This is an optimization exercise on Yosys and OpenROAD, whose aim is small area and a short achievable clock period, not a production implementation. Only simulation tests tie the RTL to the original design; equivalence was not proved.

v26:
==> flow/design.v (excerpt) <==
module convolution (
    input clk,
    input rst,
    input signed [15:0] x_in,
    output signed [31:0] y_out,
    output signed [31:0] y_out_t
);
  reg [15:0] s0;
  reg [15:0] s1;
  reg [15:0] s2;
  reg [15:0] s3;
  reg [15:0] s4;
  reg [15:0] s5;
  reg [15:0] s6;
  reg [15:0] s7;
  reg [15:0] s8;
  reg [15:0] s9;
  reg [15:0] s10;
  reg [15:0] s11;
  reg [15:0] s12;
  reg [15:0] s13;
  reg [15:0] s14;
  reg [15:0] s15;
  reg [15:0] s16;
  reg [15:0] s17;
  reg [15:0] s18;
  reg [15:0] s19;
  reg [15:0] s20;
  reg [15:0] s21;
  reg [15:0] s22;
  reg [15:0] s23;
  reg [15:0] s24;
  reg [15:0] s25;
  reg [15:0] s26;
  reg [15:0] s27;
  reg [15:0] s28;
  reg [15:0] s29;
  reg [15:0] s30;
  reg [15:0] s31;
  reg [15:0] s32;
  reg [15:0] s33;
  reg [15:0] s34;
  reg [15:0] s35;
  reg [15:0] s36;
  reg [15:0] s37;
  reg [15:0] s38;
  reg [15:0] yt;
  reg [30:0] y;
  reg [24:0] v;
  reg [30:0] rs, rc;
  reg ytc1, ytc2, ytc3;    
  reg zr0_0;
  reg zr0_1;
  reg zr1_0;
  reg zr1_1;
  reg zr2_0;
  reg zr2_1;
  reg zr3_0;
  reg zr3_1;
  reg zr4_0;
  reg zr4_1;
  reg zr5_0;
  reg zr5_1;
  reg zr6_0;
  reg zr6_1;
  reg zr7_0;
  reg zr7_1;
  reg zr8_0;
  reg zr8_1;
  reg zr9_0;
  reg zr9_1;
  reg zr10_0;
  reg zr10_1;
  reg zr11_0;
  reg zr11_1;
  reg zr12_0;
  reg zr12_1;
  reg zr13_0;
  reg zr13_1;
  reg zr14_0;
  reg zr14_1;
  reg zr15_0;
  reg zr15_1;
  reg zr16_0;
  reg zr16_1;
  reg zr17_0;
  reg zr17_1;
  reg zr18_0;
  reg zr18_1;
  reg zr19_0;
  reg zr19_1;
  reg zr20_0;
  reg zr20_1;
  reg zr21_0;
  reg zr21_1;
  reg zv0_0;
  reg zv0_1;
  reg zv1_0;
  reg zv1_1;
  reg zv2_0;
  reg zv2_1;
  reg zv3_0;
  reg zv3_1;
  reg zv4_0;
  reg zv4_1;
  reg zv5_0;
  reg zv5_1;
  reg zv6_0;
  reg zv6_1;
  reg zv7_0;
  reg zv7_1;
  reg zv8_0;
  reg zv8_1;
  reg zv9_0;
  reg zv9_1;
  reg zv10_0;
  reg zv10_1;
  reg zv11_0;
  reg zv11_1;
  reg zv12_0;
  reg zv12_1;
  reg zv13_0;
  reg zv13_1;
  reg zv14_0;
  reg zv14_1;
  reg zv15_0;
  reg zv15_1;
  reg zv16_0;
  reg zv16_1;
  reg zv17_0;
  reg zv17_1;
  reg zv18_0;
  reg zv18_1;
  reg zv19_0;
  reg zv19_1;
  reg zv20_0;
  reg zv20_1;
  reg zv21_0;
  reg zv21_1;
  wire valid = ~&x_in;
  ...
For scale: about 2600 cells after synthesis, roughly 82 I/O pins.
export LEC_CHECK = 0
export CAP_MARGIN = 5
export CORE_MARGIN = 2
export CORE_UTILIZATION = 40
export CTS_CLUSTER_DIAMETER = 80
export CTS_CLUSTER_SIZE = 28
export SLEW_MARGIN = 5
export SYNTH_HIERARCHICAL = 1
create_clock -name core_clock -period 15.0 [get_ports {clk}]
standard.sh (not shown) runs the stock make flow with config.mk's settings and CLKGATE_MAP_FILE= SYNTH_SCRIPT=/design/flow/synth_recipe.tcl, a recipe that flattens the netlist after the stock synthesis.
==> flow/flow/run.sh <==
#!/bin/bash
# Standard ORFS layout, with repair_timing asked to keep a larger setup margin
# than the clock period needs, so that it works on the paths that set the
# achieved period.  Constraints (constraint.sdc) are unchanged.
set -euo pipefail
export SETUP_SLACK_MARGIN=10.8
bash standard.sh finish > standard_finish.log 2>&1
v26 completed every stage of the flow, and the final layout passed the timing, DRC and antenna checks.
The inputs of v54 differ from those of v26 as listed below.
--- a/flow/config.mk
+++ b/flow/config.mk
@@ -8 +8 @@
-export CAP_MARGIN = 5
+export CAP_MARGIN = 20
@@ -10,4 +10,4 @@
-export CORE_UTILIZATION = 40
-export CTS_CLUSTER_DIAMETER = 80
-export CTS_CLUSTER_SIZE = 28
-export SLEW_MARGIN = 5
+export CORE_UTILIZATION = 45
+export CTS_CLUSTER_DIAMETER = 70
+export CTS_CLUSTER_SIZE = 32
+export SLEW_MARGIN = 20
--- outcome ---
Met1 track demand over resource in global routing (higher): v54. Delta (v54 minus v26): number of standard cells in the layout, taps in and fillers out shrank by 4.3%, final period utilization held steady, number of nets in the layout held steady. Diff v26..v54 | share of the synthesized netlist area taken by xor and xnor gates | unchanged. Routed via count delta (v54 -> v26): insignificant. Compared with v26, v54 shows number of clock buffers in the layout lower by 1.
Input changes introduced in v37 (baseline for comparison: v54):
--- a/flow/config.mk
+++ b/flow/config.mk
@@ -10,3 +10,4 @@
-export CORE_UTILIZATION = 45
-export CTS_CLUSTER_DIAMETER = 70
-export CTS_CLUSTER_SIZE = 32
+export CORE_UTILIZATION = 40
+export CTS_CLUSTER_DIAMETER = 80
+export CTS_CLUSTER_SIZE = 28
+export GPL_ROUTABILITY_DRIVEN = 0
--- outcome ---
Re number of placement rows: v54 and v37 aren't equal, and the higher value belongs to v37. v54 -> v37: count of buffer and inverter cells on the critical path delta 0, exact match. Between v54 and v37, the difference in fraction of area in registers is negligible. Changes observed in v37 relative to v54: worst setup slack increased 20 ps, global routing met2 resource utilization decreased 4.2 points, final non-filler cell area essentially unchanged.
Changes in v29 relative to v37:
--- a/flow/config.mk
+++ b/flow/config.mk
@@ -13 +12,0 @@
-export GPL_ROUTABILITY_DRIVEN = 0
Findings:
As far as setup slack goes, v37 and v29 are indistinguishable; the numbers are identical. Comparing v37 against v29, there is no change at all in count of cells resized by post-cts repair. Quantity of hold-fixing buffers added after cts essentially unchanged between v29 and v37. Diff v37..v29 | synthesized cell count | unchanged. Changes observed in v29 relative to v37: area after synthesis neither gained nor lost much; clock tree buffer depth neither gained nor lost much; total buffers and inverters traversed by the critical path neither gained nor lost much. Between v37 and v29, the final instance area does not differ in any meaningful way. Reported for v29 and v37, parity-gate share of the synthesized area counting xor and xnor cells turned out identical to the last digit.

==> afterwards: timing with drivers on the ports <==
No port has a modelled driver above. Below, the same layouts with a new extraction and two added sets of constraints.
Step 1 sets driving cells, clkbuf_16 on the clock port and buf_2 on the other inputs (assumed; they add their load-dependent delay and slew).
Step 2 adds t to the input delays and takes it off the output delays; t is the mean of the earliest and latest rising clock arrival at the registers after step 1. Input paths then give back, and output paths get back, about the clock's delay inside the block.
Slacks: ideal / step 1 / step 2; pairs: ideal / step 1.
run | t (ns) | setup slack, ns | hold slack, ns | cell pins on the clock port's net
v26 | 0.692 | 10.711 / 10.644 / 10.373 | 0.345 / 0.345 / 0.345 | 1
v54 | 0.697 | 10.691 / 10.626 / 10.253 | 0.339 / 0.339 / 0.339 | 1
v37 | 0.692 | 10.711 / 10.644 / 10.373 | 0.345 / 0.345 / 0.345 | 1
v29 | 0.692 | 10.711 / 10.644 / 10.373 | 0.345 / 0.345 / 0.345 | 1
After both steps setup and hold are still met in every run listed. For v54, which loses most, drivers alone change the setup slack by -0.065 ns; drivers and shift together by -0.438 ns.
